This design comes from an exercise in tuning for small area and a short achievable clock period on the open sky130 flow, not from production work.
Function was checked by simulation only, so behaviour that the tests miss may differ from the original.
Power and IR drop assume default switching activity.

File: flow/design.v
`timescale 1ns / 1ps
module g_inv    (input a, output y);                  assign y = ~a;                             endmodule
module g_buf    (input a, output y);                  assign y = a;                              endmodule
module g_nand2  (input a, b, output y);               assign y = ~(a & b);                       endmodule
module g_nor2   (input a, b, output y);               assign y = ~(a | b);                       endmodule
module g_and2   (input a, b, output y);               assign y = a & b;                          endmodule
module g_or2    (input a, b, output y);               assign y = a | b;                          endmodule
module g_nand2b (input an, b, output y);              assign y = ~(~an & b);                     endmodule
module g_a21oi  (input a1, a2, b1, output y);         assign y = ~((a1 & a2) | b1);              endmodule
module g_o21ai  (input a1, a2, b1, output y);         assign y = ~((a1 | a2) & b1);              endmodule
module g_a21o   (input a1, a2, b1, output y);         assign y = (a1 & a2) | b1;                 endmodule
module g_o21a   (input a1, a2, b1, output y);         assign y = (a1 | a2) & b1;                 endmodule
module g_o22ai  (input a1, a2, b1, b2, output y);     assign y = ~((a1 | a2) & (b1 | b2));       endmodule
module g_xor2   (input a, b, output y);               assign y = a ^ b;                          endmodule
module g_xnor2  (input a, b, output y);               assign y = ~(a ^ b);                       endmodule
module g_mux2i  (input a0, a1, s, output y);          assign y = ~(s ? a1 : a0);                 endmodule
module g_nand3  (input a, b, c, output y);            assign y = ~(a & b & c);                   endmodule
module g_a31oi  (input a1, a2, a3, b1, output y);     assign y = ~((a1 & a2 & a3) | b1);         endmodule
module g_a32oi  (input a1, a2, a3, b1, b2, output y); assign y = ~((a1 & a2 & a3) | (b1 & b2));   endmodule
`timescale 1ns / 1ps
module Nbit_ALU(r1, r2, r3, ALUop);
parameter n = 32;
input  [n-1:0] r2, r3;
input  [2:0]   ALUop;
output [n-1:0] r1;
wire x01;
g_xor2 u_x01 (.a(ALUop[0]), .b(ALUop[1]), .y(x01));
wire op1n;
g_inv u_op1n (.a(ALUop[1]), .y(op1n));
wire t0n_d;
g_mux2i u_t0n_d (.a0(ALUop[0]), .a1(ALUop[1]), .s(ALUop[2]), .y(t0n_d));
wire t0n_0;
g_buf u_t0n_0 (.a(t0n_d), .y(t0n_0));
wire t0n_1;
g_buf u_t0n_1 (.a(t0n_d), .y(t0n_1));
wire t1n_d;
g_mux2i u_t1n_d (.a0(x01), .a1(op1n), .s(ALUop[2]), .y(t1n_d));
wire t1n_0;
g_buf u_t1n_0 (.a(t1n_d), .y(t1n_0));
wire t1n_1;
g_buf u_t1n_1 (.a(t1n_d), .y(t1n_1));
wire esn_d;
g_o21a u_esn_d (.a1(ALUop[1]), .a2(ALUop[0]), .b1(ALUop[2]), .y(esn_d));
wire esn_0;
g_buf u_esn_0 (.a(esn_d), .y(esn_0));
wire esn_1;
g_buf u_esn_1 (.a(esn_d), .y(esn_1));
wire ecn_d;
g_nand2b u_ecn_d (.an(ALUop[1]), .b(ALUop[2]), .y(ecn_d));
wire ecn_0;
g_buf u_ecn_0 (.a(ecn_d), .y(ecn_0));
wire ecn_1;
g_buf u_ecn_1 (.a(ecn_d), .y(ecn_1));
wire enn_d;
g_nand2b u_enn_d (.an(ALUop[2]), .b(ALUop[1]), .y(enn_d));
wire enn_0;
g_buf u_enn_0 (.a(enn_d), .y(enn_0));
wire enn_1;
g_buf u_enn_1 (.a(enn_d), .y(enn_1));
wire en_d;
g_inv u_en_d (.a(enn_0), .y(en_d));
wire en_0;
g_buf u_en_0 (.a(en_d), .y(en_0));
wire en_1;
g_buf u_en_1 (.a(en_d), .y(en_1));
wire op01n;
g_nand2 u_op01n (.a(ALUop[0]), .b(ALUop[1]), .y(op01n));
wire sub;
g_nor2 u_sub (.a(ALUop[2]), .b(op01n), .y(sub));
wire op12n;
g_nand2 u_op12n (.a(ALUop[1]), .b(ALUop[2]), .y(op12n));
wire slt;
g_nor2 u_slt (.a(ALUop[0]), .b(op12n), .y(slt));
wire bb0;
g_mux2i u_bb0 (.a0(t0n_0), .a1(t1n_0), .s(r3[0]), .y(bb0));
wire gn0;
g_nand2 u_gn0 (.a(r2[0]), .b(bb0), .y(gn0));
wire tn0;
g_nor2 u_tn0 (.a(r2[0]), .b(bb0), .y(tn0));
wire pn0;
g_nand2b u_pn0 (.an(tn0), .b(gn0), .y(pn0));
wire y0;
g_o22ai u_y0 (.a1(gn0), .a2(ecn_0), .b1(pn0), .b2(esn_0), .y(y0));
wire bb1;
g_mux2i u_bb1 (.a0(t0n_0), .a1(t1n_0), .s(r3[1]), .y(bb1));
wire gn1;
g_nand2 u_gn1 (.a(r2[1]), .b(bb1), .y(gn1));
wire tn1;
g_nor2 u_tn1 (.a(r2[1]), .b(bb1), .y(tn1));
wire pn1;
g_nand2b u_pn1 (.an(tn1), .b(gn1), .y(pn1));
wire y1;
g_o22ai u_y1 (.a1(gn1), .a2(ecn_0), .b1(pn1), .b2(esn_0), .y(y1));
wire bb2;
g_mux2i u_bb2 (.a0(t0n_0), .a1(t1n_0), .s(r3[2]), .y(bb2));
wire gn2;
g_nand2 u_gn2 (.a(r2[2]), .b(bb2), .y(gn2));
wire tn2;
g_nor2 u_tn2 (.a(r2[2]), .b(bb2), .y(tn2));
wire pn2;
g_nand2b u_pn2 (.an(tn2), .b(gn2), .y(pn2));
wire y2;
g_o22ai u_y2 (.a1(gn2), .a2(ecn_0), .b1(pn2), .b2(esn_0), .y(y2));
wire bb3;
g_mux2i u_bb3 (.a0(t0n_0), .a1(t1n_0), .s(r3[3]), .y(bb3));
wire gn3;
g_nand2 u_gn3 (.a(r2[3]), .b(bb3), .y(gn3));
wire tn3;
g_nor2 u_tn3 (.a(r2[3]), .b(bb3), .y(tn3));
wire pn3;
g_nand2b u_pn3 (.an(tn3), .b(gn3), .y(pn3));
wire y3;
g_o22ai u_y3 (.a1(gn3), .a2(ecn_0), .b1(pn3), .b2(esn_0), .y(y3));
wire bb4;
g_mux2i u_bb4 (.a0(t0n_0), .a1(t1n_0), .s(r3[4]), .y(bb4));
wire gn4;
g_nand2 u_gn4 (.a(r2[4]), .b(bb4), .y(gn4));
wire tn4;
g_nor2 u_tn4 (.a(r2[4]), .b(bb4), .y(tn4));
wire pn4;
g_nand2b u_pn4 (.an(tn4), .b(gn4), .y(pn4));
wire y4;
g_o22ai u_y4 (.a1(gn4), .a2(ecn_0), .b1(pn4), .b2(esn_0), .y(y4));
wire bb5;
g_mux2i u_bb5 (.a0(t0n_0), .a1(t1n_0), .s(r3[5]), .y(bb5));
wire gn5;
g_nand2 u_gn5 (.a(r2[5]), .b(bb5), .y(gn5));
wire tn5;
g_nor2 u_tn5 (.a(r2[5]), .b(bb5), .y(tn5));
wire pn5;
g_nand2b u_pn5 (.an(tn5), .b(gn5), .y(pn5));
wire y5;
g_o22ai u_y5 (.a1(gn5), .a2(ecn_0), .b1(pn5), .b2(esn_0), .y(y5));
wire bb6;
g_mux2i u_bb6 (.a0(t0n_0), .a1(t1n_0), .s(r3[6]), .y(bb6));
wire gn6;
g_nand2 u_gn6 (.a(r2[6]), .b(bb6), .y(gn6));
wire tn6;
g_nor2 u_tn6 (.a(r2[6]), .b(bb6), .y(tn6));
wire pn6;
g_nand2b u_pn6 (.an(tn6), .b(gn6), .y(pn6));
wire y6;
g_o22ai u_y6 (.a1(gn6), .a2(ecn_0), .b1(pn6), .b2(esn_0), .y(y6));
wire bb7;
g_mux2i u_bb7 (.a0(t0n_0), .a1(t1n_0), .s(r3[7]), .y(bb7));
wire gn7;
g_nand2 u_gn7 (.a(r2[7]), .b(bb7), .y(gn7));
wire tn7;
g_nor2 u_tn7 (.a(r2[7]), .b(bb7), .y(tn7));
wire pn7;
g_nand2b u_pn7 (.an(tn7), .b(gn7), .y(pn7));
wire y7;
g_o22ai u_y7 (.a1(gn7), .a2(ecn_0), .b1(pn7), .b2(esn_0), .y(y7));
wire bb8;
g_mux2i u_bb8 (.a0(t0n_0), .a1(t1n_0), .s(r3[8]), .y(bb8));
wire gn8;
g_nand2 u_gn8 (.a(r2[8]), .b(bb8), .y(gn8));
wire tn8;
g_nor2 u_tn8 (.a(r2[8]), .b(bb8), .y(tn8));
wire pn8;
g_nand2b u_pn8 (.an(tn8), .b(gn8), .y(pn8));
wire y8;
g_o22ai u_y8 (.a1(gn8), .a2(ecn_0), .b1(pn8), .b2(esn_0), .y(y8));
wire bb9;
g_mux2i u_bb9 (.a0(t0n_0), .a1(t1n_0), .s(r3[9]), .y(bb9));
wire gn9;
g_nand2 u_gn9 (.a(r2[9]), .b(bb9), .y(gn9));
wire tn9;
g_nor2 u_tn9 (.a(r2[9]), .b(bb9), .y(tn9));
wire pn9;
g_nand2b u_pn9 (.an(tn9), .b(gn9), .y(pn9));
wire y9;
g_o22ai u_y9 (.a1(gn9), .a2(ecn_0), .b1(pn9), .b2(esn_0), .y(y9));
wire bb10;
g_mux2i u_bb10 (.a0(t0n_0), .a1(t1n_0), .s(r3[10]), .y(bb10));
wire gn10;
g_nand2 u_gn10 (.a(r2[10]), .b(bb10), .y(gn10));
wire tn10;
g_nor2 u_tn10 (.a(r2[10]), .b(bb10), .y(tn10));
wire pn10;
g_nand2b u_pn10 (.an(tn10), .b(gn10), .y(pn10));
wire y10;
g_o22ai u_y10 (.a1(gn10), .a2(ecn_0), .b1(pn10), .b2(esn_0), .y(y10));
wire bb11;
g_mux2i u_bb11 (.a0(t0n_0), .a1(t1n_0), .s(r3[11]), .y(bb11));
wire gn11;
g_nand2 u_gn11 (.a(r2[11]), .b(bb11), .y(gn11));
wire tn11;
g_nor2 u_tn11 (.a(r2[11]), .b(bb11), .y(tn11));
wire pn11;
g_nand2b u_pn11 (.an(tn11), .b(gn11), .y(pn11));
wire y11;
g_o22ai u_y11 (.a1(gn11), .a2(ecn_0), .b1(pn11), .b2(esn_0), .y(y11));
wire bb12;
g_mux2i u_bb12 (.a0(t0n_0), .a1(t1n_0), .s(r3[12]), .y(bb12));
wire gn12;
g_nand2 u_gn12 (.a(r2[12]), .b(bb12), .y(gn12));
wire tn12;
g_nor2 u_tn12 (.a(r2[12]), .b(bb12), .y(tn12));
wire pn12;
g_nand2b u_pn12 (.an(tn12), .b(gn12), .y(pn12));
wire y12;
g_o22ai u_y12 (.a1(gn12), .a2(ecn_0), .b1(pn12), .b2(esn_0), .y(y12));
wire bb13;
g_mux2i u_bb13 (.a0(t0n_0), .a1(t1n_0), .s(r3[13]), .y(bb13));
wire gn13;
g_nand2 u_gn13 (.a(r2[13]), .b(bb13), .y(gn13));
wire tn13;
g_nor2 u_tn13 (.a(r2[13]), .b(bb13), .y(tn13));
wire pn13;
g_nand2b u_pn13 (.an(tn13), .b(gn13), .y(pn13));
wire y13;
g_o22ai u_y13 (.a1(gn13), .a2(ecn_0), .b1(pn13), .b2(esn_0), .y(y13));
wire bb14;
g_mux2i u_bb14 (.a0(t0n_0), .a1(t1n_0), .s(r3[14]), .y(bb14));
wire gn14;
g_nand2 u_gn14 (.a(r2[14]), .b(bb14), .y(gn14));
wire tn14;
g_nor2 u_tn14 (.a(r2[14]), .b(bb14), .y(tn14));
wire pn14;
g_nand2b u_pn14 (.an(tn14), .b(gn14), .y(pn14));
wire y14;
g_o22ai u_y14 (.a1(gn14), .a2(ecn_0), .b1(pn14), .b2(esn_0), .y(y14));
wire bb15;
g_mux2i u_bb15 (.a0(t0n_0), .a1(t1n_0), .s(r3[15]), .y(bb15));
wire gn15;
g_nand2 u_gn15 (.a(r2[15]), .b(bb15), .y(gn15));
wire tn15;
g_nor2 u_tn15 (.a(r2[15]), .b(bb15), .y(tn15));
wire pn15;
g_nand2b u_pn15 (.an(tn15), .b(gn15), .y(pn15));
wire y15;
g_o22ai u_y15 (.a1(gn15), .a2(ecn_0), .b1(pn15), .b2(esn_0), .y(y15));
wire bb16;
g_mux2i u_bb16 (.a0(t0n_1), .a1(t1n_1), .s(r3[16]), .y(bb16));
wire gn16;
g_nand2 u_gn16 (.a(r2[16]), .b(bb16), .y(gn16));
wire tn16;
g_nor2 u_tn16 (.a(r2[16]), .b(bb16), .y(tn16));
wire pn16;
g_nand2b u_pn16 (.an(tn16), .b(gn16), .y(pn16));
wire y16;
g_o22ai u_y16 (.a1(gn16), .a2(ecn_1), .b1(pn16), .b2(esn_1), .y(y16));
wire bb17;
g_mux2i u_bb17 (.a0(t0n_1), .a1(t1n_1), .s(r3[17]), .y(bb17));
wire gn17;
g_nand2 u_gn17 (.a(r2[17]), .b(bb17), .y(gn17));
wire tn17;
g_nor2 u_tn17 (.a(r2[17]), .b(bb17), .y(tn17));
wire pn17;
g_nand2b u_pn17 (.an(tn17), .b(gn17), .y(pn17));
wire y17;
g_o22ai u_y17 (.a1(gn17), .a2(ecn_1), .b1(pn17), .b2(esn_1), .y(y17));
wire bb18;
g_mux2i u_bb18 (.a0(t0n_1), .a1(t1n_1), .s(r3[18]), .y(bb18));
wire gn18;
g_nand2 u_gn18 (.a(r2[18]), .b(bb18), .y(gn18));
wire tn18;
g_nor2 u_tn18 (.a(r2[18]), .b(bb18), .y(tn18));
wire pn18;
g_nand2b u_pn18 (.an(tn18), .b(gn18), .y(pn18));
wire y18;
g_o22ai u_y18 (.a1(gn18), .a2(ecn_1), .b1(pn18), .b2(esn_1), .y(y18));
wire bb19;
g_mux2i u_bb19 (.a0(t0n_1), .a1(t1n_1), .s(r3[19]), .y(bb19));
wire gn19;
g_nand2 u_gn19 (.a(r2[19]), .b(bb19), .y(gn19));
wire tn19;
g_nor2 u_tn19 (.a(r2[19]), .b(bb19), .y(tn19));
wire pn19;
g_nand2b u_pn19 (.an(tn19), .b(gn19), .y(pn19));
wire y19;
g_o22ai u_y19 (.a1(gn19), .a2(ecn_1), .b1(pn19), .b2(esn_1), .y(y19));
wire bb20;
g_mux2i u_bb20 (.a0(t0n_1), .a1(t1n_1), .s(r3[20]), .y(bb20));
wire gn20;
g_nand2 u_gn20 (.a(r2[20]), .b(bb20), .y(gn20));
wire tn20;
g_nor2 u_tn20 (.a(r2[20]), .b(bb20), .y(tn20));
wire pn20;
g_nand2b u_pn20 (.an(tn20), .b(gn20), .y(pn20));
wire y20;
g_o22ai u_y20 (.a1(gn20), .a2(ecn_1), .b1(pn20), .b2(esn_1), .y(y20));
wire bb21;
g_mux2i u_bb21 (.a0(t0n_1), .a1(t1n_1), .s(r3[21]), .y(bb21));
wire gn21;
g_nand2 u_gn21 (.a(r2[21]), .b(bb21), .y(gn21));
wire tn21;
g_nor2 u_tn21 (.a(r2[21]), .b(bb21), .y(tn21));
wire pn21;
g_nand2b u_pn21 (.an(tn21), .b(gn21), .y(pn21));
wire y21;
g_o22ai u_y21 (.a1(gn21), .a2(ecn_1), .b1(pn21), .b2(esn_1), .y(y21));
wire bb22;
g_mux2i u_bb22 (.a0(t0n_1), .a1(t1n_1), .s(r3[22]), .y(bb22));
wire gn22;
g_nand2 u_gn22 (.a(r2[22]), .b(bb22), .y(gn22));
wire tn22;
g_nor2 u_tn22 (.a(r2[22]), .b(bb22), .y(tn22));
wire pn22;
g_nand2b u_pn22 (.an(tn22), .b(gn22), .y(pn22));
wire y22;
g_o22ai u_y22 (.a1(gn22), .a2(ecn_1), .b1(pn22), .b2(esn_1), .y(y22));
wire bb23;
g_mux2i u_bb23 (.a0(t0n_1), .a1(t1n_1), .s(r3[23]), .y(bb23));
wire gn23;
g_nand2 u_gn23 (.a(r2[23]), .b(bb23), .y(gn23));
wire tn23;
g_nor2 u_tn23 (.a(r2[23]), .b(bb23), .y(tn23));
wire pn23;
g_nand2b u_pn23 (.an(tn23), .b(gn23), .y(pn23));
wire y23;
g_o22ai u_y23 (.a1(gn23), .a2(ecn_1), .b1(pn23), .b2(esn_1), .y(y23));
wire bb24;
g_mux2i u_bb24 (.a0(t0n_1), .a1(t1n_1), .s(r3[24]), .y(bb24));
wire gn24;
g_nand2 u_gn24 (.a(r2[24]), .b(bb24), .y(gn24));
wire tn24;
g_nor2 u_tn24 (.a(r2[24]), .b(bb24), .y(tn24));
wire pn24;
g_nand2b u_pn24 (.an(tn24), .b(gn24), .y(pn24));
wire y24;
g_o22ai u_y24 (.a1(gn24), .a2(ecn_1), .b1(pn24), .b2(esn_1), .y(y24));
wire bb25;
g_mux2i u_bb25 (.a0(t0n_1), .a1(t1n_1), .s(r3[25]), .y(bb25));
wire gn25;
g_nand2 u_gn25 (.a(r2[25]), .b(bb25), .y(gn25));
wire tn25;
g_nor2 u_tn25 (.a(r2[25]), .b(bb25), .y(tn25));
wire pn25;
g_nand2b u_pn25 (.an(tn25), .b(gn25), .y(pn25));
wire y25;
g_o22ai u_y25 (.a1(gn25), .a2(ecn_1), .b1(pn25), .b2(esn_1), .y(y25));
wire bb26;
g_mux2i u_bb26 (.a0(t0n_1), .a1(t1n_1), .s(r3[26]), .y(bb26));
wire gn26;
g_nand2 u_gn26 (.a(r2[26]), .b(bb26), .y(gn26));
wire tn26;
g_nor2 u_tn26 (.a(r2[26]), .b(bb26), .y(tn26));
wire pn26;
g_nand2b u_pn26 (.an(tn26), .b(gn26), .y(pn26));
wire y26;
g_o22ai u_y26 (.a1(gn26), .a2(ecn_1), .b1(pn26), .b2(esn_1), .y(y26));
wire bb27;
g_mux2i u_bb27 (.a0(t0n_1), .a1(t1n_1), .s(r3[27]), .y(bb27));
wire gn27;
g_nand2 u_gn27 (.a(r2[27]), .b(bb27), .y(gn27));
wire tn27;
g_nor2 u_tn27 (.a(r2[27]), .b(bb27), .y(tn27));
wire pn27;
g_nand2b u_pn27 (.an(tn27), .b(gn27), .y(pn27));
wire y27;
g_o22ai u_y27 (.a1(gn27), .a2(ecn_1), .b1(pn27), .b2(esn_1), .y(y27));
wire bb28;
g_mux2i u_bb28 (.a0(t0n_1), .a1(t1n_1), .s(r3[28]), .y(bb28));
wire gn28;
g_nand2 u_gn28 (.a(r2[28]), .b(bb28), .y(gn28));
wire tn28;
g_nor2 u_tn28 (.a(r2[28]), .b(bb28), .y(tn28));
wire pn28;
g_nand2b u_pn28 (.an(tn28), .b(gn28), .y(pn28));
wire y28;
g_o22ai u_y28 (.a1(gn28), .a2(ecn_1), .b1(pn28), .b2(esn_1), .y(y28));
wire bb29;
g_mux2i u_bb29 (.a0(t0n_1), .a1(t1n_1), .s(r3[29]), .y(bb29));
wire gn29;
g_nand2 u_gn29 (.a(r2[29]), .b(bb29), .y(gn29));
wire tn29;
g_nor2 u_tn29 (.a(r2[29]), .b(bb29), .y(tn29));
wire pn29;
g_nand2b u_pn29 (.an(tn29), .b(gn29), .y(pn29));
wire y29;
g_o22ai u_y29 (.a1(gn29), .a2(ecn_1), .b1(pn29), .b2(esn_1), .y(y29));
wire bb30;
g_mux2i u_bb30 (.a0(t0n_1), .a1(t1n_1), .s(r3[30]), .y(bb30));
wire gn30;
g_nand2 u_gn30 (.a(r2[30]), .b(bb30), .y(gn30));
wire tn30;
g_nor2 u_tn30 (.a(r2[30]), .b(bb30), .y(tn30));
wire pn30;
g_nand2b u_pn30 (.an(tn30), .b(gn30), .y(pn30));
wire y30;
g_o22ai u_y30 (.a1(gn30), .a2(ecn_1), .b1(pn30), .b2(esn_1), .y(y30));
wire bb31;
g_mux2i u_bb31 (.a0(t0n_1), .a1(t1n_1), .s(r3[31]), .y(bb31));
wire gn31;
g_nand2 u_gn31 (.a(r2[31]), .b(bb31), .y(gn31));
wire tn31;
g_nor2 u_tn31 (.a(r2[31]), .b(bb31), .y(tn31));
wire pn31;
g_nand2b u_pn31 (.an(tn31), .b(gn31), .y(pn31));
wire y31;
g_o22ai u_y31 (.a1(gn31), .a2(ecn_1), .b1(pn31), .b2(esn_1), .y(y31));
wire G0n;
g_o21a u_G0n (.a1(tn0), .a2(t0n_0), .b1(gn0), .y(G0n));
wire G1_1;
g_o21ai u_G1_1 (.a1(tn1), .a2(G0n), .b1(gn1), .y(G1_1));
wire G1_3;
g_o21ai u_G1_3 (.a1(tn3), .a2(gn2), .b1(gn3), .y(G1_3));
wire T1_3;
g_nor2 u_T1_3 (.a(tn3), .b(tn2), .y(T1_3));
wire G1_5;
g_o21ai u_G1_5 (.a1(tn5), .a2(gn4), .b1(gn5), .y(G1_5));
wire T1_5;
g_nor2 u_T1_5 (.a(tn5), .b(tn4), .y(T1_5));
wire G1_7;
g_o21ai u_G1_7 (.a1(tn7), .a2(gn6), .b1(gn7), .y(G1_7));
wire T1_7;
g_nor2 u_T1_7 (.a(tn7), .b(tn6), .y(T1_7));
wire G1_9;
g_o21ai u_G1_9 (.a1(tn9), .a2(gn8), .b1(gn9), .y(G1_9));
wire T1_9;
g_nor2 u_T1_9 (.a(tn9), .b(tn8), .y(T1_9));
wire G1_11;
g_o21ai u_G1_11 (.a1(tn11), .a2(gn10), .b1(gn11), .y(G1_11));
wire T1_11;
g_nor2 u_T1_11 (.a(tn11), .b(tn10), .y(T1_11));
wire G1_13;
g_o21ai u_G1_13 (.a1(tn13), .a2(gn12), .b1(gn13), .y(G1_13));
wire T1_13;
g_nor2 u_T1_13 (.a(tn13), .b(tn12), .y(T1_13));
wire G1_15;
g_o21ai u_G1_15 (.a1(tn15), .a2(gn14), .b1(gn15), .y(G1_15));
wire T1_15;
g_nor2 u_T1_15 (.a(tn15), .b(tn14), .y(T1_15));
wire G1_17;
g_o21ai u_G1_17 (.a1(tn17), .a2(gn16), .b1(gn17), .y(G1_17));
wire T1_17;
g_nor2 u_T1_17 (.a(tn17), .b(tn16), .y(T1_17));
wire G1_19;
g_o21ai u_G1_19 (.a1(tn19), .a2(gn18), .b1(gn19), .y(G1_19));
wire T1_19;
g_nor2 u_T1_19 (.a(tn19), .b(tn18), .y(T1_19));
wire G1_21;
g_o21ai u_G1_21 (.a1(tn21), .a2(gn20), .b1(gn21), .y(G1_21));
wire T1_21;
g_nor2 u_T1_21 (.a(tn21), .b(tn20), .y(T1_21));
wire G1_23;
g_o21ai u_G1_23 (.a1(tn23), .a2(gn22), .b1(gn23), .y(G1_23));
wire T1_23;
g_nor2 u_T1_23 (.a(tn23), .b(tn22), .y(T1_23));
wire G1_25;
g_o21ai u_G1_25 (.a1(tn25), .a2(gn24), .b1(gn25), .y(G1_25));
wire T1_25;
g_nor2 u_T1_25 (.a(tn25), .b(tn24), .y(T1_25));
wire G1_27;
g_o21ai u_G1_27 (.a1(tn27), .a2(gn26), .b1(gn27), .y(G1_27));
wire T1_27;
g_nor2 u_T1_27 (.a(tn27), .b(tn26), .y(T1_27));
wire G1_29;
g_o21ai u_G1_29 (.a1(tn29), .a2(gn28), .b1(gn29), .y(G1_29));
wire T1_29;
g_nor2 u_T1_29 (.a(tn29), .b(tn28), .y(T1_29));
wire G2_3;
g_a21oi u_G2_3 (.a1(T1_3), .a2(G1_1), .b1(G1_3), .y(G2_3));
wire G2_7;
g_a21oi u_G2_7 (.a1(T1_7), .a2(G1_5), .b1(G1_7), .y(G2_7));
wire T2_7;
g_nand2 u_T2_7 (.a(T1_7), .b(T1_5), .y(T2_7));
wire G2_11;
g_a21oi u_G2_11 (.a1(T1_11), .a2(G1_9), .b1(G1_11), .y(G2_11));
wire T2_11;
g_nand2 u_T2_11 (.a(T1_11), .b(T1_9), .y(T2_11));
wire G2_15;
g_a21oi u_G2_15 (.a1(T1_15), .a2(G1_13), .b1(G1_15), .y(G2_15));
wire T2_15;
g_nand2 u_T2_15 (.a(T1_15), .b(T1_13), .y(T2_15));
wire G2_19;
g_a21oi u_G2_19 (.a1(T1_19), .a2(G1_17), .b1(G1_19), .y(G2_19));
wire T2_19;
g_nand2 u_T2_19 (.a(T1_19), .b(T1_17), .y(T2_19));
wire G2_23;
g_a21oi u_G2_23 (.a1(T1_23), .a2(G1_21), .b1(G1_23), .y(G2_23));
wire T2_23;
g_nand2 u_T2_23 (.a(T1_23), .b(T1_21), .y(T2_23));
wire G2_27;
g_a21oi u_G2_27 (.a1(T1_27), .a2(G1_25), .b1(G1_27), .y(G2_27));
wire T2_27;
g_nand2 u_T2_27 (.a(T1_27), .b(T1_25), .y(T2_27));
wire n_G1_5;
g_inv u_n_G1_5 (.a(G1_5), .y(n_G1_5));
wire n_T1_5;
g_inv u_n_T1_5 (.a(T1_5), .y(n_T1_5));
wire G3_5;
g_o21ai u_G3_5 (.a1(n_T1_5), .a2(G2_3), .b1(n_G1_5), .y(G3_5));
wire G3_7;
g_o21ai u_G3_7 (.a1(T2_7), .a2(G2_3), .b1(G2_7), .y(G3_7));
wire n_G1_13;
g_inv u_n_G1_13 (.a(G1_13), .y(n_G1_13));
wire n_T1_13;
g_inv u_n_T1_13 (.a(T1_13), .y(n_T1_13));
wire G3_13;
g_o21ai u_G3_13 (.a1(n_T1_13), .a2(G2_11), .b1(n_G1_13), .y(G3_13));
wire T3_13;
g_nor2 u_T3_13 (.a(n_T1_13), .b(T2_11), .y(T3_13));
wire G3_15;
g_o21ai u_G3_15 (.a1(T2_15), .a2(G2_11), .b1(G2_15), .y(G3_15));
wire T3_15;
g_nor2 u_T3_15 (.a(T2_15), .b(T2_11), .y(T3_15));
wire n_G1_21;
g_inv u_n_G1_21 (.a(G1_21), .y(n_G1_21));
wire n_T1_21;
g_inv u_n_T1_21 (.a(T1_21), .y(n_T1_21));
wire G3_21;
g_o21ai u_G3_21 (.a1(n_T1_21), .a2(G2_19), .b1(n_G1_21), .y(G3_21));
wire T3_21;
g_nor2 u_T3_21 (.a(n_T1_21), .b(T2_19), .y(T3_21));
wire G3_23;
g_o21ai u_G3_23 (.a1(T2_23), .a2(G2_19), .b1(G2_23), .y(G3_23));
wire T3_23;
g_nor2 u_T3_23 (.a(T2_23), .b(T2_19), .y(T3_23));
wire n_G1_29;
g_inv u_n_G1_29 (.a(G1_29), .y(n_G1_29));
wire n_T1_29;
g_inv u_n_T1_29 (.a(T1_29), .y(n_T1_29));
wire G3_29;
g_o21ai u_G3_29 (.a1(n_T1_29), .a2(G2_27), .b1(n_G1_29), .y(G3_29));
wire T3_29;
g_nor2 u_T3_29 (.a(n_T1_29), .b(T2_27), .y(T3_29));
wire G4_9;
g_a21oi u_G4_9 (.a1(T1_9), .a2(G3_7), .b1(G1_9), .y(G4_9));
wire n_G2_11;
g_inv u_n_G2_11 (.a(G2_11), .y(n_G2_11));
wire n_T2_11;
g_inv u_n_T2_11 (.a(T2_11), .y(n_T2_11));
wire G4_11;
g_a21oi u_G4_11 (.a1(n_T2_11), .a2(G3_7), .b1(n_G2_11), .y(G4_11));
wire G4_13;
g_a21oi u_G4_13 (.a1(T3_13), .a2(G3_7), .b1(G3_13), .y(G4_13));
wire G4_15;
g_a21oi u_G4_15 (.a1(T3_15), .a2(G3_7), .b1(G3_15), .y(G4_15));
wire G4_25;
g_a21oi u_G4_25 (.a1(T1_25), .a2(G3_23), .b1(G1_25), .y(G4_25));
wire T4_25;
g_nand2 u_T4_25 (.a(T1_25), .b(T3_23), .y(T4_25));
wire n_G2_27;
g_inv u_n_G2_27 (.a(G2_27), .y(n_G2_27));
wire n_T2_27;
g_inv u_n_T2_27 (.a(T2_27), .y(n_T2_27));
wire G4_27;
g_a21oi u_G4_27 (.a1(n_T2_27), .a2(G3_23), .b1(n_G2_27), .y(G4_27));
wire T4_27;
g_nand2 u_T4_27 (.a(n_T2_27), .b(T3_23), .y(T4_27));
wire G4_29;
g_a21oi u_G4_29 (.a1(T3_29), .a2(G3_23), .b1(G3_29), .y(G4_29));
wire T4_29;
g_nand2 u_T4_29 (.a(T3_29), .b(T3_23), .y(T4_29));
wire n_G1_17;
g_inv u_n_G1_17 (.a(G1_17), .y(n_G1_17));
wire n_T1_17;
g_inv u_n_T1_17 (.a(T1_17), .y(n_T1_17));
wire G5_17;
g_o21ai u_G5_17 (.a1(n_T1_17), .a2(G4_15), .b1(n_G1_17), .y(G5_17));
wire G5_19;
g_o21ai u_G5_19 (.a1(T2_19), .a2(G4_15), .b1(G2_19), .y(G5_19));
wire n_G3_21;
g_inv u_n_G3_21 (.a(G3_21), .y(n_G3_21));
wire n_T3_21;
g_inv u_n_T3_21 (.a(T3_21), .y(n_T3_21));
wire G5_21;
g_o21ai u_G5_21 (.a1(n_T3_21), .a2(G4_15), .b1(n_G3_21), .y(G5_21));
wire n_G3_23;
g_inv u_n_G3_23 (.a(G3_23), .y(n_G3_23));
wire n_T3_23;
g_inv u_n_T3_23 (.a(T3_23), .y(n_T3_23));
wire G5_23;
g_o21ai u_G5_23 (.a1(n_T3_23), .a2(G4_15), .b1(n_G3_23), .y(G5_23));
wire G5_25;
g_o21ai u_G5_25 (.a1(T4_25), .a2(G4_15), .b1(G4_25), .y(G5_25));
wire G5_27;
g_o21ai u_G5_27 (.a1(T4_27), .a2(G4_15), .b1(G4_27), .y(G5_27));
wire G5_29;
g_o21ai u_G5_29 (.a1(T4_29), .a2(G4_15), .b1(G4_29), .y(G5_29));
wire n_gn2;
g_inv u_n_gn2 (.a(gn2), .y(n_gn2));
wire n_tn2;
g_inv u_n_tn2 (.a(tn2), .y(n_tn2));
wire kn3;
g_a32oi u_kn3 (.a1(n_tn2), .a2(G1_1), .a3(en_0), .b1(n_gn2), .b2(en_0), .y(kn3));
wire G6_4;
g_o21ai u_G6_4 (.a1(tn4), .a2(G2_3), .b1(gn4), .y(G6_4));
wire n_gn6;
g_inv u_n_gn6 (.a(gn6), .y(n_gn6));
wire n_tn6;
g_inv u_n_tn6 (.a(tn6), .y(n_tn6));
wire kn7;
g_a32oi u_kn7 (.a1(n_tn6), .a2(G3_5), .a3(en_0), .b1(n_gn6), .b2(en_0), .y(kn7));
wire n_gn8;
g_inv u_n_gn8 (.a(gn8), .y(n_gn8));
wire n_tn8;
g_inv u_n_tn8 (.a(tn8), .y(n_tn8));
wire kn9;
g_a32oi u_kn9 (.a1(n_tn8), .a2(G3_7), .a3(en_0), .b1(n_gn8), .b2(en_0), .y(kn9));
wire G6_10;
g_o21ai u_G6_10 (.a1(tn10), .a2(G4_9), .b1(gn10), .y(G6_10));
wire G6_12;
g_o21ai u_G6_12 (.a1(tn12), .a2(G4_11), .b1(gn12), .y(G6_12));
wire G6_14;
g_o21ai u_G6_14 (.a1(tn14), .a2(G4_13), .b1(gn14), .y(G6_14));
wire G6_16;
g_o21ai u_G6_16 (.a1(tn16), .a2(G4_15), .b1(gn16), .y(G6_16));
wire n_gn18;
g_inv u_n_gn18 (.a(gn18), .y(n_gn18));
wire n_tn18;
g_inv u_n_tn18 (.a(tn18), .y(n_tn18));
wire kn19;
g_a32oi u_kn19 (.a1(n_tn18), .a2(G5_17), .a3(en_1), .b1(n_gn18), .b2(en_1), .y(kn19));
wire n_gn20;
g_inv u_n_gn20 (.a(gn20), .y(n_gn20));
wire n_tn20;
g_inv u_n_tn20 (.a(tn20), .y(n_tn20));
wire kn21;
g_a32oi u_kn21 (.a1(n_tn20), .a2(G5_19), .a3(en_1), .b1(n_gn20), .b2(en_1), .y(kn21));
wire n_gn22;
g_inv u_n_gn22 (.a(gn22), .y(n_gn22));
wire n_tn22;
g_inv u_n_tn22 (.a(tn22), .y(n_tn22));
wire kn23;
g_a32oi u_kn23 (.a1(n_tn22), .a2(G5_21), .a3(en_1), .b1(n_gn22), .b2(en_1), .y(kn23));
wire n_gn24;
g_inv u_n_gn24 (.a(gn24), .y(n_gn24));
wire n_tn24;
g_inv u_n_tn24 (.a(tn24), .y(n_tn24));
wire kn25;
g_a32oi u_kn25 (.a1(n_tn24), .a2(G5_23), .a3(en_1), .b1(n_gn24), .b2(en_1), .y(kn25));
wire n_gn26;
g_inv u_n_gn26 (.a(gn26), .y(n_gn26));
wire n_tn26;
g_inv u_n_tn26 (.a(tn26), .y(n_tn26));
wire kn27;
g_a32oi u_kn27 (.a1(n_tn26), .a2(G5_25), .a3(en_1), .b1(n_gn26), .b2(en_1), .y(kn27));
wire n_gn28;
g_inv u_n_gn28 (.a(gn28), .y(n_gn28));
wire n_tn28;
g_inv u_n_tn28 (.a(tn28), .y(n_tn28));
wire kn29;
g_a32oi u_kn29 (.a1(n_tn28), .a2(G5_27), .a3(en_1), .b1(n_gn28), .b2(en_1), .y(kn29));
wire n_gn30;
g_inv u_n_gn30 (.a(gn30), .y(n_gn30));
wire n_tn30;
g_inv u_n_tn30 (.a(tn30), .y(n_tn30));
wire G6_30;
g_a21oi u_G6_30 (.a1(n_tn30), .a2(G5_29), .b1(n_gn30), .y(G6_30));
wire k1;
g_nor2 u_k1 (.a(G0n), .b(enn_0), .y(k1));
g_xor2 u_r1 (.a(y1), .b(k1), .y(r1[1]));
wire kn2;
g_nand2 u_kn2 (.a(G1_1), .b(en_0), .y(kn2));
g_xnor2 u_r2 (.a(y2), .b(kn2), .y(r1[2]));
g_xnor2 u_r3 (.a(y3), .b(kn3), .y(r1[3]));
wire k4;
g_nor2 u_k4 (.a(G2_3), .b(enn_0), .y(k4));
g_xor2 u_r4 (.a(y4), .b(k4), .y(r1[4]));
wire kn5;
g_nand2 u_kn5 (.a(G6_4), .b(en_0), .y(kn5));
g_xnor2 u_r5 (.a(y5), .b(kn5), .y(r1[5]));
wire kn6;
g_nand2 u_kn6 (.a(G3_5), .b(en_0), .y(kn6));
g_xnor2 u_r6 (.a(y6), .b(kn6), .y(r1[6]));
g_xnor2 u_r7 (.a(y7), .b(kn7), .y(r1[7]));
wire kn8;
g_nand2 u_kn8 (.a(G3_7), .b(en_0), .y(kn8));
g_xnor2 u_r8 (.a(y8), .b(kn8), .y(r1[8]));
g_xnor2 u_r9 (.a(y9), .b(kn9), .y(r1[9]));
wire k10;
g_nor2 u_k10 (.a(G4_9), .b(enn_0), .y(k10));
g_xor2 u_r10 (.a(y10), .b(k10), .y(r1[10]));
wire kn11;
g_nand2 u_kn11 (.a(G6_10), .b(en_0), .y(kn11));
g_xnor2 u_r11 (.a(y11), .b(kn11), .y(r1[11]));
wire k12;
g_nor2 u_k12 (.a(G4_11), .b(enn_0), .y(k12));
g_xor2 u_r12 (.a(y12), .b(k12), .y(r1[12]));
wire kn13;
g_nand2 u_kn13 (.a(G6_12), .b(en_0), .y(kn13));
g_xnor2 u_r13 (.a(y13), .b(kn13), .y(r1[13]));
wire k14;
g_nor2 u_k14 (.a(G4_13), .b(enn_0), .y(k14));
g_xor2 u_r14 (.a(y14), .b(k14), .y(r1[14]));
wire kn15;
g_nand2 u_kn15 (.a(G6_14), .b(en_0), .y(kn15));
g_xnor2 u_r15 (.a(y15), .b(kn15), .y(r1[15]));
wire k16;
g_nor2 u_k16 (.a(G4_15), .b(enn_1), .y(k16));
g_xor2 u_r16 (.a(y16), .b(k16), .y(r1[16]));
wire kn17;
g_nand2 u_kn17 (.a(G6_16), .b(en_1), .y(kn17));
g_xnor2 u_r17 (.a(y17), .b(kn17), .y(r1[17]));
wire kn18;
g_nand2 u_kn18 (.a(G5_17), .b(en_1), .y(kn18));
g_xnor2 u_r18 (.a(y18), .b(kn18), .y(r1[18]));
g_xnor2 u_r19 (.a(y19), .b(kn19), .y(r1[19]));
wire kn20;
g_nand2 u_kn20 (.a(G5_19), .b(en_1), .y(kn20));
g_xnor2 u_r20 (.a(y20), .b(kn20), .y(r1[20]));
g_xnor2 u_r21 (.a(y21), .b(kn21), .y(r1[21]));
wire kn22;
g_nand2 u_kn22 (.a(G5_21), .b(en_1), .y(kn22));
g_xnor2 u_r22 (.a(y22), .b(kn22), .y(r1[22]));
g_xnor2 u_r23 (.a(y23), .b(kn23), .y(r1[23]));
wire kn24;
g_nand2 u_kn24 (.a(G5_23), .b(en_1), .y(kn24));
g_xnor2 u_r24 (.a(y24), .b(kn24), .y(r1[24]));
g_xnor2 u_r25 (.a(y25), .b(kn25), .y(r1[25]));
wire kn26;
g_nand2 u_kn26 (.a(G5_25), .b(en_1), .y(kn26));
g_xnor2 u_r26 (.a(y26), .b(kn26), .y(r1[26]));
g_xnor2 u_r27 (.a(y27), .b(kn27), .y(r1[27]));
wire kn28;
g_nand2 u_kn28 (.a(G5_27), .b(en_1), .y(kn28));
g_xnor2 u_r28 (.a(y28), .b(kn28), .y(r1[28]));
g_xnor2 u_r29 (.a(y29), .b(kn29), .y(r1[29]));
wire kn30;
g_nand2 u_kn30 (.a(G5_29), .b(en_1), .y(kn30));
g_xnor2 u_r30 (.a(y30), .b(kn30), .y(r1[30]));
wire k31;
g_nor2 u_k31 (.a(G6_30), .b(enn_1), .y(k31));
g_xor2 u_r31 (.a(y31), .b(k31), .y(r1[31]));
wire x31n;
g_xnor2 u_x31n (.a(pn31), .b(G6_30), .y(x31n));
wire z0n;
g_xnor2 u_z0n (.a(y0), .b(sub), .y(z0n));
g_mux2i u_r0 (.a0(z0n), .a1(x31n), .s(slt), .y(r1[0]));
endmodule
`timescale 1ns / 1ps
module dff(q, d, clk);
input		d, clk;       
output reg	q;            
always @(posedge clk)
q<=d;
endmodule
`timescale 1ns / 1ps
module Nbit_Register(outo, ino, clk);
parameter n = 32;
input [n-1:0] ino;
output [n-1:0] outo;
input clk;
genvar i;
generate
for (i = 0; i < n; i = i + 1) begin: registerblk
dff Dflipflop(.q(outo[i]) , .d(ino[i]), .clk(clk) );
end
endgenerate
endmodule
`timescale 1ns / 1ps
module Nbit_ALU_Register (r2, r3, ALUop, r0, clk);
parameter n = 32;
input[n-1:0] r2, r3;
input[2:0] ALUop;
input clk;
output [n-1:0] r0;
wire[n-1:0] r1;
Nbit_ALU #(n) alu1 (.r1(r1), .r2(r2), .r3(r3), .ALUop(ALUop) );
Nbit_Register #(n) reg1 (.outo(r0), .ino(r1), .clk(clk) );
endmodule
File: flow/flow/run.sh
#!/bin/bash
# Standard ORFS layout; the only change is the cell used to buffer the ports
# (a plain buf_1 instead of the delay buffer buffer_ports picks by default).
set -euo pipefail
export BUFFER_PORTS_ARGS="-buffer_cell sky130_fd_sc_hd__buf_1"
bash standard.sh > standard.log 2>&1
File: flow/standard.sh
#!/bin/bash
# synth_recipe.tcl (not shown) runs the flow's synth.tcl, then flattens the netlist and writes it again
# the make line also repeats each setting of config.mk as NAME=value (left out here)
make -C /OpenROAD-flow-scripts/flow DESIGN_CONFIG=/design/flow/config.mk WORK_HOME=/design/flow/orfs CLKGATE_MAP_FILE= SYNTH_SCRIPT=/design/flow/synth_recipe.tcl "${@:-finish}"
File: flow/config.mk
export PLATFORM = sky130hd
export DESIGN_NAME = Nbit_ALU_Register
export DESIGN_NICKNAME = Nbit_ALU_Register
export VERILOG_FILES = /design/flow/design.v
export SDC_FILE = /design/flow/constraint.sdc
export NUM_CORES = 4
export LEC_CHECK = 0
export CAP_MARGIN = 20
export CORE_MARGIN = 2
export CORE_UTILIZATION = 40
export GPL_TIMING_DRIVEN = 0
export SLEW_MARGIN = 20
export SYNTH_HIERARCHICAL = 1
export SYNTH_MINIMUM_KEEP_SIZE = 0
File: flow/constraint.sdc
create_clock -name core_clock -period 15.5 [get_ports {clk}]
set_input_delay 3.1000 -clock core_clock [delete_from_list [all_inputs] [get_ports {clk}]]
set_output_delay 3.1000 -clock core_clock [all_outputs]
set_load 0.01 [all_outputs]
==> impl_metrics.tcl, run 1 <==
set metrics [dict create \
    i_o_pin_count 100 \
    first_global_vias 2640 \
    post-route-drc-count 0 \
    p_sw_uw 122 \
    via_count 2905 \
    report.final.setup_viol 0 \
    antenna_cells_inserted 0 \
    cp_max_fanout 16 \
    yosys.cell_types.count 14 \
    timing.hold.worst.class "in2reg" \
    syn_nets 465 \
    maxSlewViolCount 0 \
    totalPowerFinal_uw 334 \
    placed_area_mm2 0.00325 \
    ctsHtreeMaxLevel 2 \
    detailedRoute.firstIterationViolations 103 \
    cts.clk_slew.worst_paths_ns 0.07 \
    ant_nets 0 \
    floorplan.initialDensity_pct 41.1 \
    area_of_the_die_mm2 0.00763 \
    total_leakage_power_nw 1.51 \
    arrival_worst_endpoint_ns 6.11 \
    layout.cell_area.non_filler_mm2 0.00338 \
    run_status "no timing/DRC/antenna violations" \
    setup.worst_path.end_class "flip-flop" \
    yosys.area.top_type_share_pct 23.0 \
    buffers_from_clock_root_to_sink_at_most 2 \
    flip_flop_and_latch_count_after_synthesis 32 \
    row_count 30 \
    cts_hold_buffers 0 \
    cp.required_ns 15.68 \
    combPwrFrac_pct 41.5 \
    cts_buffers 5 \
    final.setup.tns_ns 0 \
    clock.fmax_mhz 169 \
    die_width_um 87.4 \
    post_cts_buffers 0 \
    globalRouteOverflowTotal 0 \
    worst_slew_margin_rel_pct 59.6 \
    setup_slack_ns 9.57 \
    switching_share_pct 36.4 \
    tightestPinTransition_ns 0.602 \
    cp-start-kind "input port" \
    synth_top_cells_by_count "60 x nor2_1, 58 x nand2_1, 40 x inv_1" \
    synth.cell_area_mm2 0.00278 \
    grt_start_max_net_pins 21 \
    top_regs "reg1.registerblk.Dflipflop.q (32)" \
    netlist_instances 397 \
    power_per_cell_area_mw_per_mm2 99.0 \
    fraction_of_final_layout_cells_with_drive_strength_greater_than_1_pct 6.94 \
    place.gp.congestion 0.785 \
    cell_type_with_the_highest_aggregate_area_in_the_netlist "dfxtp_1" \
    drtPass1Iterations 4 \
    largest-register "reg1.registerblk.Dflipflop.q" \
    detailedPlace.worstSlack_ns 9.22 \
    yosys.cell_count.top_type "nor2_1" \
    flow.area_growth_from_synthesis_pct 21.5 \
    totalWireLength_um 7110 \
    cts.sinks 32 \
    detail_route.wl_per_cell_um 12.2 \
    grt_pass1_wl_um 11400 \
    synth_edf_count 0 \
    post-place-cells 576 \
    vdd.ir_drop.worst_uv 36.1 \
    final.fill_count 718 \
    synth.avg_cell_area_um2 7.00 \
    largest_register_ff_count 32 \
    core_area_mm2 0.00676 \
    p_seq_share_pct 31.6 \
    synth_sequential_area_ratio_pct 23.0 \
    port-buffer-count 99 \
    tritoncts "done" \
    dieHeight_um 87.4 \
    synth_async_sr_flop_share_pct 0 \
    clock_tree.root_cell "clkbuf_8" \
    clock_power_share_pct 26.9 \
    min_period_ns 5.93 \
    design.final.nets 571 \
    worst-setup-path-type "in2reg" \
    synthTopCellsByArea "dfxtp_1 23%, mux2i_1 13%, xnor2_1 8.2%" \
    cap_viol_max_count 0 \
    intPower_uw 213 \
    ys.warnings.count 7 \
    final-instance-count-excl-fill 584 \
    post_route_fraction_of_the_period_consumed_by_the_critical_path_pct 38.3 \
    final_hold_viol_count 0 \
    detailedPlacementHpwl_um 5270 \
    cts-resized-gates 0 \
    most_common_flop_cell_mapped_by_yosys "dfxtp_1" \
    setup_repair_after_global_routing_missed_its_margin "no" \
    worst_slack_on_hold_paths_ns 3.21 \
    utilization_pct 50.0 \
    groute.usage.overall_pct 18.7 \
    viasPerCell 4.97 \
    grt_antenna_before_repair 0 \
]
[logic make-up (layout without fill, tap and decap cells)]
group           count (synthesis)  after routing  synth area share, %
simple gates                  152            152                 23.6
compound gates                 92             92                 21.4
buf+inv                        52            159                 8.64
mux                            35             35                 12.6
xor+xnor                       34             34                 10.7
flops                          32             32                 23.0
[path summary, 6_finish.rpt]
path              startpoint                              end  slack, ns  cells past startpoint
setup / recovery    ALUop[1]  reg1.registerblk[0].Dflipflop.q       9.57                     15
hold / removal      ALUop[0]  reg1.registerblk[0].Dflipflop.q       3.21                      3
[cells in the final DEF (no fill, tap or decap)]
master / n
clkbuf_8: 7
o21a_1: 2
o22ai_1: 32
nand2b_1: 34
a21oi_2: 15
mux2i_1: 35
nor2_1: 60
buf_1: 99
bufinv_16: 1
dfxtp_1: 32
inv_1: 40
o21ai_1: 34
buf_4: 12
xor2_1: 8
xnor2_1: 26
a32oi_1: 9
nand2_1: 58
[layout make-up]
cell class                      instances  area (um^2)  share of cell area, %
Clock inverter                          1         30.0                  0.889
Sequential cell                        32          641                   19.0
Inverter                               40          150                   4.44
Multi-Input combinational cell        313         1900                   56.2
Tap cell                               80          100                   2.96
Clock buffer                            7         96.3                   2.85
Buffer                                 12         90.1                   2.67
Timing Repair Buffer                   99          372                   11.0
[per-module statistics from Yosys (local to each module, per instance), excerpt]
module	cells	copies in the design	cell area [um^2]
g_nand2b	1	34	6.26
g_nand2	1	58	3.75
g_a32oi	1	9	8.76
g_o21a	1	2	7.51
g_buf	1	12	7.51
g_mux2i	1	35	10.0
g_xnor2	1	26	8.76
g_a21oi	1	15	8.76
[per-layer routing]
layer  up-vias  track usage, %  wire length, um
li1       1547               -                -
met1      1273            24.3             3360
met2        75            31.0             3260
met3        10            3.98              394
met4         0            5.73               98
met5         -               0                0
[power groups by stage]
stage	Sequential (mW)	Clock [mW]	Combinational, mW
final	0.105	0.0900	0.139
after global routing	0.107	0.0953	0.156
after CTS	0.106	0.0926	0.140
after detailed placement	0.107	0	0.139
after global placement	0.107	0	0.137
after floorplan	0.117	0	0.0906
[critical path, stage by stage]
cell and delay [ns]:
buf_1 0.26, xor2_1 0.17, mux2i_1 0.10, buf_4 0.22, mux2i_1 0.18, nor2_1 0.08, o21a_1 0.18, o21ai_1 0.27
a21oi_2 0.14, o21ai_1 0.52, a21oi_2 0.27, o21ai_1 0.26, a21oi_2 0.09, xnor2_1 0.17, mux2i_1 0.08
==> inputs of run 2 (changes only) <==
==> flow/flow/run.sh (replaced) <==
#!/bin/bash
# Standard ORFS layout with two changes: the ports are buffered with buf_1 (instead of the
# delay buffer buffer_ports picks by default), and timing repair aims for a setup slack of
# 9.9 ns, so that it sizes the critical paths for a shorter period than the clock's.
set -euo pipefail
export BUFFER_PORTS_ARGS="-buffer_cell sky130_fd_sc_hd__buf_1"
export SETUP_SLACK_MARGIN=9.9
bash standard.sh > standard.log 2>&1
==> impl_metrics.tcl, run 2 <==
set metrics [dict create \
    core_area_mm2 0.00676 \
    yosys.cell_types.count 14 \
    area_of_the_die_mm2 0.00763 \
    flip_flop_and_latch_count_after_synthesis 32 \
    maxSlewViolCount 0 \
    buffers_from_clock_root_to_sink_at_most 2 \
    cp_max_fanout 16 \
    synth_async_sr_flop_share_pct 0 \
    timing.hold.worst.class "in2reg" \
    final_common_cell "buf_1" \
    ant_nets 0 \
    most_common_flop_cell_mapped_by_yosys "dfxtp_1" \
    detailedPlacementHpwl_um 5270 \
    arrival_worst_endpoint_ns 5.54 \
    drtPass1Iterations 4 \
    cts.sinks 32 \
    fraction_of_final_layout_cells_with_drive_strength_greater_than_1_pct 8.46 \
    yosys.area.top_type_share_pct 23.0 \
    mostFrequentLayoutCells "97 x buf_1, 60 x nor2_1, 58 x nand2_1" \
    synthMuxAreaShare_pct 12.6 \
    run_status "no timing/DRC/antenna violations" \
    dieHeight_um 87.4 \
    clock.fmax_mhz 186 \
    synth_simple_gate_area_share_pct 23.6 \
    worst_slew_margin_rel_pct 70.6 \
    cts_hold_buffers 0 \
    combPwrFrac_pct 42.7 \
    clock_power_share_pct 26.4 \
    cap_viol_max_count 0 \
    groute.usage.overall_pct 18.9 \
    grt_start_max_net_pins 21 \
    worst-setup-path-type "in2reg" \
    power_per_cell_area_mw_per_mm2 99.2 \
    yosys.cell_count.top_type "nor2_1" \
    grt_antenna_before_repair 0 \
    globalRouteOverflowTotal 0 \
    area_share_of_xor_xnor_cells_in_the_synthesized_design_pct 10.7 \
    synthTopCellsByArea "dfxtp_1 23%, mux2i_1 13%, xnor2_1 8.2%" \
    cts_buffers 5 \
    synth_sequential_area_ratio_pct 23.0 \
    totalWireLength_um 7110 \
    p_sw_uw 124 \
    cts.clk_slew.worst_paths_ns 0.07 \
    viasPerCell 4.96 \
    synth_compound_gate_area_share_pct 21.4 \
    p_seq_share_pct 30.9 \
    clock_tree.root_cell "clkbuf_8" \
    setup.worst_path.end_class "flip-flop" \
    synth-adder-area-share_pct 0 \
    first_global_vias 2660 \
    final_hold_viol_count 0 \
    synth_edf_count 0 \
    synth.cell_area_mm2 0.00278 \
    cp-start-kind "input port" \
    tightestPinTransition_ns 0.438 \
    main_combinational_cell_family_by_area_after_synthesis "simple AND/OR/NAND/NOR gates" \
    top_regs "reg1.registerblk.Dflipflop.q (32)" \
    report.final.setup_viol 0 \
    setup_repair_after_global_routing_missed_its_margin "no" \
    antenna_cells_inserted 0 \
    detailedRoute.firstIterationViolations 96 \
    min_period_ns 5.37 \
    syn_nets 465 \
    largest_register_ff_count 32 \
    largest-register "reg1.registerblk.Dflipflop.q" \
    critPathLaunch "ALUop[1]" \
    tritoncts "done" \
    post-route-drc-count 0 \
    place.gp.congestion 0.785 \
    row_count 30 \
    design.final.nets 575 \
    floorplan.initialDensity_pct 41.1 \
    worstHoldEndpoint "reg1.registerblk[0].Dflipflop.q" \
    die_width_um 87.4 \
    i_o_pin_count 100 \
    synth_top_cells_by_count "60 x nor2_1, 58 x nand2_1, 40 x inv_1" \
    final-instance-count-excl-fill 588 \
    cell_type_with_the_highest_aggregate_area_in_the_netlist "dfxtp_1" \
    hold_path_startpoint "ALUop[0]" \
    worst_slack_on_hold_paths_ns 3.21 \
    min_delay_path_depth 3 \
    netlist_instances 397 \
    switching_share_pct 36.3 \
    synth.avg_cell_area_um2 7.00 \
    ys.warnings.count 7 \
    cp.required_ns 15.67 \
    port-buffer-count 99 \
    intPower_uw 218 \
    total_leakage_power_nw 1.54 \
    vdd.ir_drop.worst_uv 37.3 \
    final.setup.tns_ns 0 \
    post-place-cells 576 \
    post_route_fraction_of_the_period_consumed_by_the_critical_path_pct 34.6 \
    grt_pass1_wl_um 11600 \
    flow.area_growth_from_synthesis_pct 23.9 \
    detail_route.wl_per_cell_um 12.1 \
    via_count 2915 \
    ctsHtreeMaxLevel 2 \
]
-- run 2: cell counts after synthesis --
Identical to the previous run, type by type.
-- run 2: layout make-up --
type	instances	area, um^2
buffer	12	90.1
clock buffer	7	96.3
clock inverter	1	30.0
fill	709	3310
inverter	40	150
multi-input combinational	313	1920
sequential	32	641
tap	80	100
timing repair buffer	103	417
-- run 2: through the flow --
stage,area (um^2),setup slack (ns),power [mW],utilization [%]
after global routing,3450,9.91,0.366,51.0
after CTS,3400,9.97,0.341,50.4
after global placement,3250,9.25,0.245,48.1
after floorplan,2780,10.07,0.208,-
after detailed placement,3250,9.22,0.246,48.1
final,3450,10.13,0.342,51.0
-- run 2: power by group through the flow --
stage | clock (mW) | sequential, mW | combinational (mW)
CTS | 0.0926 | 0.106 | 0.142
global placement | 0 | 0.107 | 0.137
floorplan | 0 | 0.117 | 0.0906
detailed placement | 0 | 0.107 | 0.139
finish | 0.0904 | 0.106 | 0.146
global route | 0.0953 | 0.107 | 0.164
-- run 2: modules after synthesis (local to each module, per instance), a selection --
module	copies in the design	cell area, um^2	cells
g_inv	40	3.75	1
g_nor2	60	3.75	1
g_o21a	2	7.51	1
dff	32	20.0	1
g_nand2	58	3.75	1
g_o21ai	34	5.00	1
-- run 2: critical path, cell delays in order --
cell,delay [ns]
clkbuf_2,0.14
xor2_1,0.17
mux2i_1,0.18
buf_4,0.25
mux2i_1,0.12
nor2_1,0.14
o21a_1,0.16
o21ai_2,0.10
a21oi_2,0.27
o21ai_4,0.10
a21oi_4,0.22
buf_12,0.14
o21ai_1,0.09
a32oi_1,0.24
xnor2_1,0.11
-- run 2: metal layers --
layer | vias up | GRT usage [%] | wire, um | share of wire [%]
met5 | - | 0 | 0 | 0
li1 | 1550 | - | - | -
met4 | 0 | 5.73 | 84 | 1.2
met2 | 72 | 31.4 | 3270 | 46
met1 | 1287 | 24.4 | 3380 | 48
met3 | 6 | 3.98 | 370 | 5.2
-- run 2: worst max path at each step --
stage,end
after floorplan,reg1.registerblk[0].Dflipflop.q
after global placement,reg1.registerblk[0].Dflipflop.q
after detailed placement,reg1.registerblk[0].Dflipflop.q
after CTS,reg1.registerblk[0].Dflipflop.q
after global routing,reg1.registerblk[27].Dflipflop.q
final,reg1.registerblk[21].Dflipflop.q
-- run 2: logic make-up after synthesis --
group | Yosys count
muxes | 35
DFF | 32
and+or+nand+nor | 152
xor gates and xnor gates | 34
AOI/OAI and AO/OA | 92
buffers and inverters | 52
-- run 2: what timing repair did --
item,in CTS,in global routing
resized for setup,3,3
pin swaps,1,2
setup endpoints to repair,17,9
setup buffers,1,3
==> inputs of run 3 (changes only) <==
--- a/flow/config.mk
+++ b/flow/config.mk
@@ -9,4 +9,5 @@
 export CORE_MARGIN = 2
 export CORE_UTILIZATION = 40
+export CTS_BUF_LIST = sky130_fd_sc_hd__clkbuf_4
 export GPL_TIMING_DRIVEN = 0
 export SLEW_MARGIN = 20
==> impl_metrics.tcl, run 3 <==
set metrics [dict create \
    top_regs "reg1.registerblk.Dflipflop.q (32)" \
    ctsHtreeMaxLevel 2 \
    synth.cell_area_mm2 0.00278 \
    total_leakage_power_nw 1.53 \
    row_count 30 \
    yosys.cell_types.count 14 \
    setup.worst_path.end_class "flip-flop" \
    report.final.setup_viol 0 \
    power_per_cell_area_mw_per_mm2 93.3 \
    post-place-cells 576 \
    critPathLaunch "ALUop[1]" \
    i_o_pin_count 100 \
    port-buffer-count 99 \
    cts_hold_buffers 0 \
    vdd.ir_drop.worst_uv 37.0 \
    first_global_vias 2663 \
    design.final.nets 578 \
    cp_max_fanout 16 \
    run_status "no timing/DRC/antenna violations" \
    fraction_of_final_layout_cells_with_drive_strength_greater_than_1_pct 8.41 \
    cts_buffers 5 \
    flow.area_growth_from_synthesis_pct 23.0 \
    detailedPlacementHpwl_um 5270 \
    clock.fmax_mhz 185 \
    cell_type_with_the_highest_aggregate_area_in_the_netlist "dfxtp_1" \
    placed_area_mm2 0.00325 \
    maxSlewViolCount 0 \
    worst_slew_margin_rel_pct 70.4 \
    buffers_from_clock_root_to_sink_at_most 2 \
    core_area_mm2 0.00676 \
    min_period_ns 5.40 \
    final.setup.tns_ns 0 \
    synth_sequential_area_ratio_pct 23.0 \
    viasPerCell 4.99 \
    area_of_the_die_mm2 0.00763 \
    ant_nets 0 \
    utilization_pct 50.6 \
    globalRouteOverflowTotal 0 \
    clock_tree.root_cell "clkbuf_4" \
    antenna_cells_inserted 0 \
    synth_async_sr_flop_share_pct 0 \
    yosys.area.top_type_share_pct 23.0 \
    layout.cell_area.non_filler_mm2 0.00342 \
    final-instance-count-excl-fill 591 \
    post-route-drc-count 0 \
    final_common_cell "buf_1" \
    totalWireLength_um 7350 \
    cp.required_ns 15.72 \
    die_width_um 87.4 \
    tightestPinTransition_ns 0.442 \
    arrival_worst_endpoint_ns 5.62 \
    post_route_fraction_of_the_period_consumed_by_the_critical_path_pct 34.8 \
    synth_edf_count 0 \
    ys.warnings.count 7 \
    synthTopCellsByArea "dfxtp_1 23%, mux2i_1 13%, xnor2_1 8.2%" \
    worst-setup-path-type "in2reg" \
    floorplan.initialDensity_pct 41.1 \
    cap_viol_max_count 0 \
    drtPass1Iterations 4 \
    tritoncts "done" \
    largest_register_ff_count 32 \
    grt_antenna_before_repair 0 \
    largest-register "reg1.registerblk.Dflipflop.q" \
    syn_nets 465 \
    netlist_instances 397 \
    cts.clk_slew.worst_paths_ns 0.11 \
    final_hold_viol_count 0 \
    timing.hold.worst.class "in2reg" \
    via_count 2950 \
    final.fill_count 712 \
    grt_pass1_wl_um 11600 \
    flip_flop_and_latch_count_after_synthesis 32 \
    place.gp.congestion 0.785 \
    synth_top_cells_by_count "60 x nor2_1, 58 x nand2_1, 40 x inv_1" \
    cp-start-kind "input port" \
    detail_route.wl_per_cell_um 12.4 \
    worst_slack_on_hold_paths_ns 3.16 \
    groute.usage.overall_pct 19.0 \
    mostFrequentLayoutCells "97 x buf_1, 60 x nor2_1, 58 x nand2_1" \
    dieHeight_um 87.4 \
    setup_repair_after_global_routing_missed_its_margin "no" \
    detailedRoute.firstIterationViolations 98 \
    cts.sinks 32 \
    worstSetupEndpoint "reg1.registerblk[31].Dflipflop.q" \
    yosys.cell_count.top_type "nor2_1" \
    most_common_flop_cell_mapped_by_yosys "dfxtp_1" \
    grt_start_max_net_pins 21 \
    synth.avg_cell_area_um2 7.00 \
]
==> run 3: cell counts after synthesis <==
Identical to the previous run, type by type.
==> run 3: cell families after synthesis <==
family / synth area share [%]
and+or+nand+nor: 23.6
AOI/OAI and AO/OA: 21.4
muxes: 12.6
DFF: 23.0
xor gates and xnor gates: 10.7
buffers and inverters: 8.64
==> run 3: timing repair <==
action                                  4_1_cts  5_1_grt
endpoints found under the setup margin       16       15
cloned                                        0        1
setup buffers                                 0        6
pin swaps                                     0        3
gates resized for setup                       3        3
==> run 3: layer usage <==
metal / share of wire (%) / routed length [um] / global-route usage [%] / up-vias
met5: 0 / 0 / 0 / -
met4: 1.3 / 95 / 6.57 / 0
met3: 4.2 / 307 / 3.98 / 6
met2: 47 / 3440 / 31.3 / 63
met1: 48 / 3510 / 24.5 / 1319
li1: - / - / - / 1562
==> run 3: area by class of cell <==
class	count	area (um^2)	share of cell area [%]
flip-flops and latches	32	641	18.7
clock buffers	5	37.5	1.10
well taps	80	100	2.93
inverters	40	150	4.39
multi-input cells	314	1930	56.4
clock inverters	3	37.5	1.10
plain buffers	12	93.8	2.75
repair buffers	105	432	12.6
==> run 3: worst min path at each step <==
stage	start	end	slack (ns)	depth (start not counted)
after detailed placement	reg1.registerblk[7].Dflipflop.q	r0[7]	3.49	1
after global placement	reg1.registerblk[10].Dflipflop.q	r0[10]	3.49	1
after global routing	r2[11]	reg1.registerblk[11].Dflipflop.q	3.19	4
after floorplan	ALUop[0]	reg1.registerblk[0].Dflipflop.q	3.28	2
final	ALUop[0]	reg1.registerblk[0].Dflipflop.q	3.16	3
after CTS	ALUop[0]	reg1.registerblk[0].Dflipflop.q	3.15	3
==> run 3: Yosys stat by module (local to each module, per instance), excerpt <==
| module | times used | flip-flops and latches |
|---|---|---|
| g_xnor2 | 26 | 0 |
| g_o21ai | 34 | 0 |
| g_a21oi | 15 | 0 |
| g_o21a | 2 | 0 |
| g_inv | 40 | 0 |
| dff | 32 | 1 |
| g_a32oi | 9 | 0 |
| g_nand2 | 58 | 0 |
==> run 3: metrics by stage <==
stage	setup slack [ns]	power [mW]
after floorplan	10.07	0.208
after global placement	9.25	0.245
after detailed placement	9.22	0.246
after CTS	9.94	0.314
after global routing	9.91	0.344
final	10.10	0.319
==> run 3: report_power, final <==
group          total (mW)  internal (mW)  switching, mW
Sequential          0.105          0.101        0.00463
Clock              0.0640         0.0329         0.0311
Combinational       0.149         0.0614         0.0880
==> run 3: worst max-delay path: stages <==
cell and delay [ns]:
clkbuf_2 0.14, xor2_1 0.17, mux2i_1 0.21, buf_6 0.21, mux2i_1 0.11, nor2_1 0.15, o21a_1 0.15, o21ai_1 0.13
a21oi_2 0.24, o21ai_4 0.08, buf_12 0.15, a21oi_4 0.24, o21ai_1 0.14, a21oi_2 0.18, nor2_1 0.07, xor2_1 0.15

## separate check: timing with driven ports
The flow's constraints put no driver on any port. The routed layouts listed below were extracted and timed again, unchanged, in two steps.
Step 1: set_driving_cell puts a clkbuf_16 on clk and a buf_2 on each other input, an assumption about the parent block.
Step 2 moves the port delays by t, midway between the first and last clock arrival at a register: inputs arrive t later, outputs are due t later. That takes back most of the time a late clock gives input paths.
Three values: no drivers, after step 1, after step 2; two values: the first two.
run | shift t [ns] | setup slack, ns | worst hold slack (ns) | worst setup path at the end | worst slew at a driven data input, ns
run 1 | 0.309 | 9.567 / 9.569 / 9.259 | 3.207 / 3.203 / 3.506 | input to register | 0.04
run 2 | 0.309 | 10.130 / 10.134 / 9.825 | 3.210 / 3.205 / 3.505 | input to register | 0.05
run 3 | 0.356 | 10.102 / 10.106 / 9.750 | 3.156 / 3.151 / 3.507 | input to register | 0.05
After both steps every run listed still meets setup and hold. The setup slack of run 3, which loses most, moves by +0.004 ns with the drivers and by -0.352 ns with both steps.
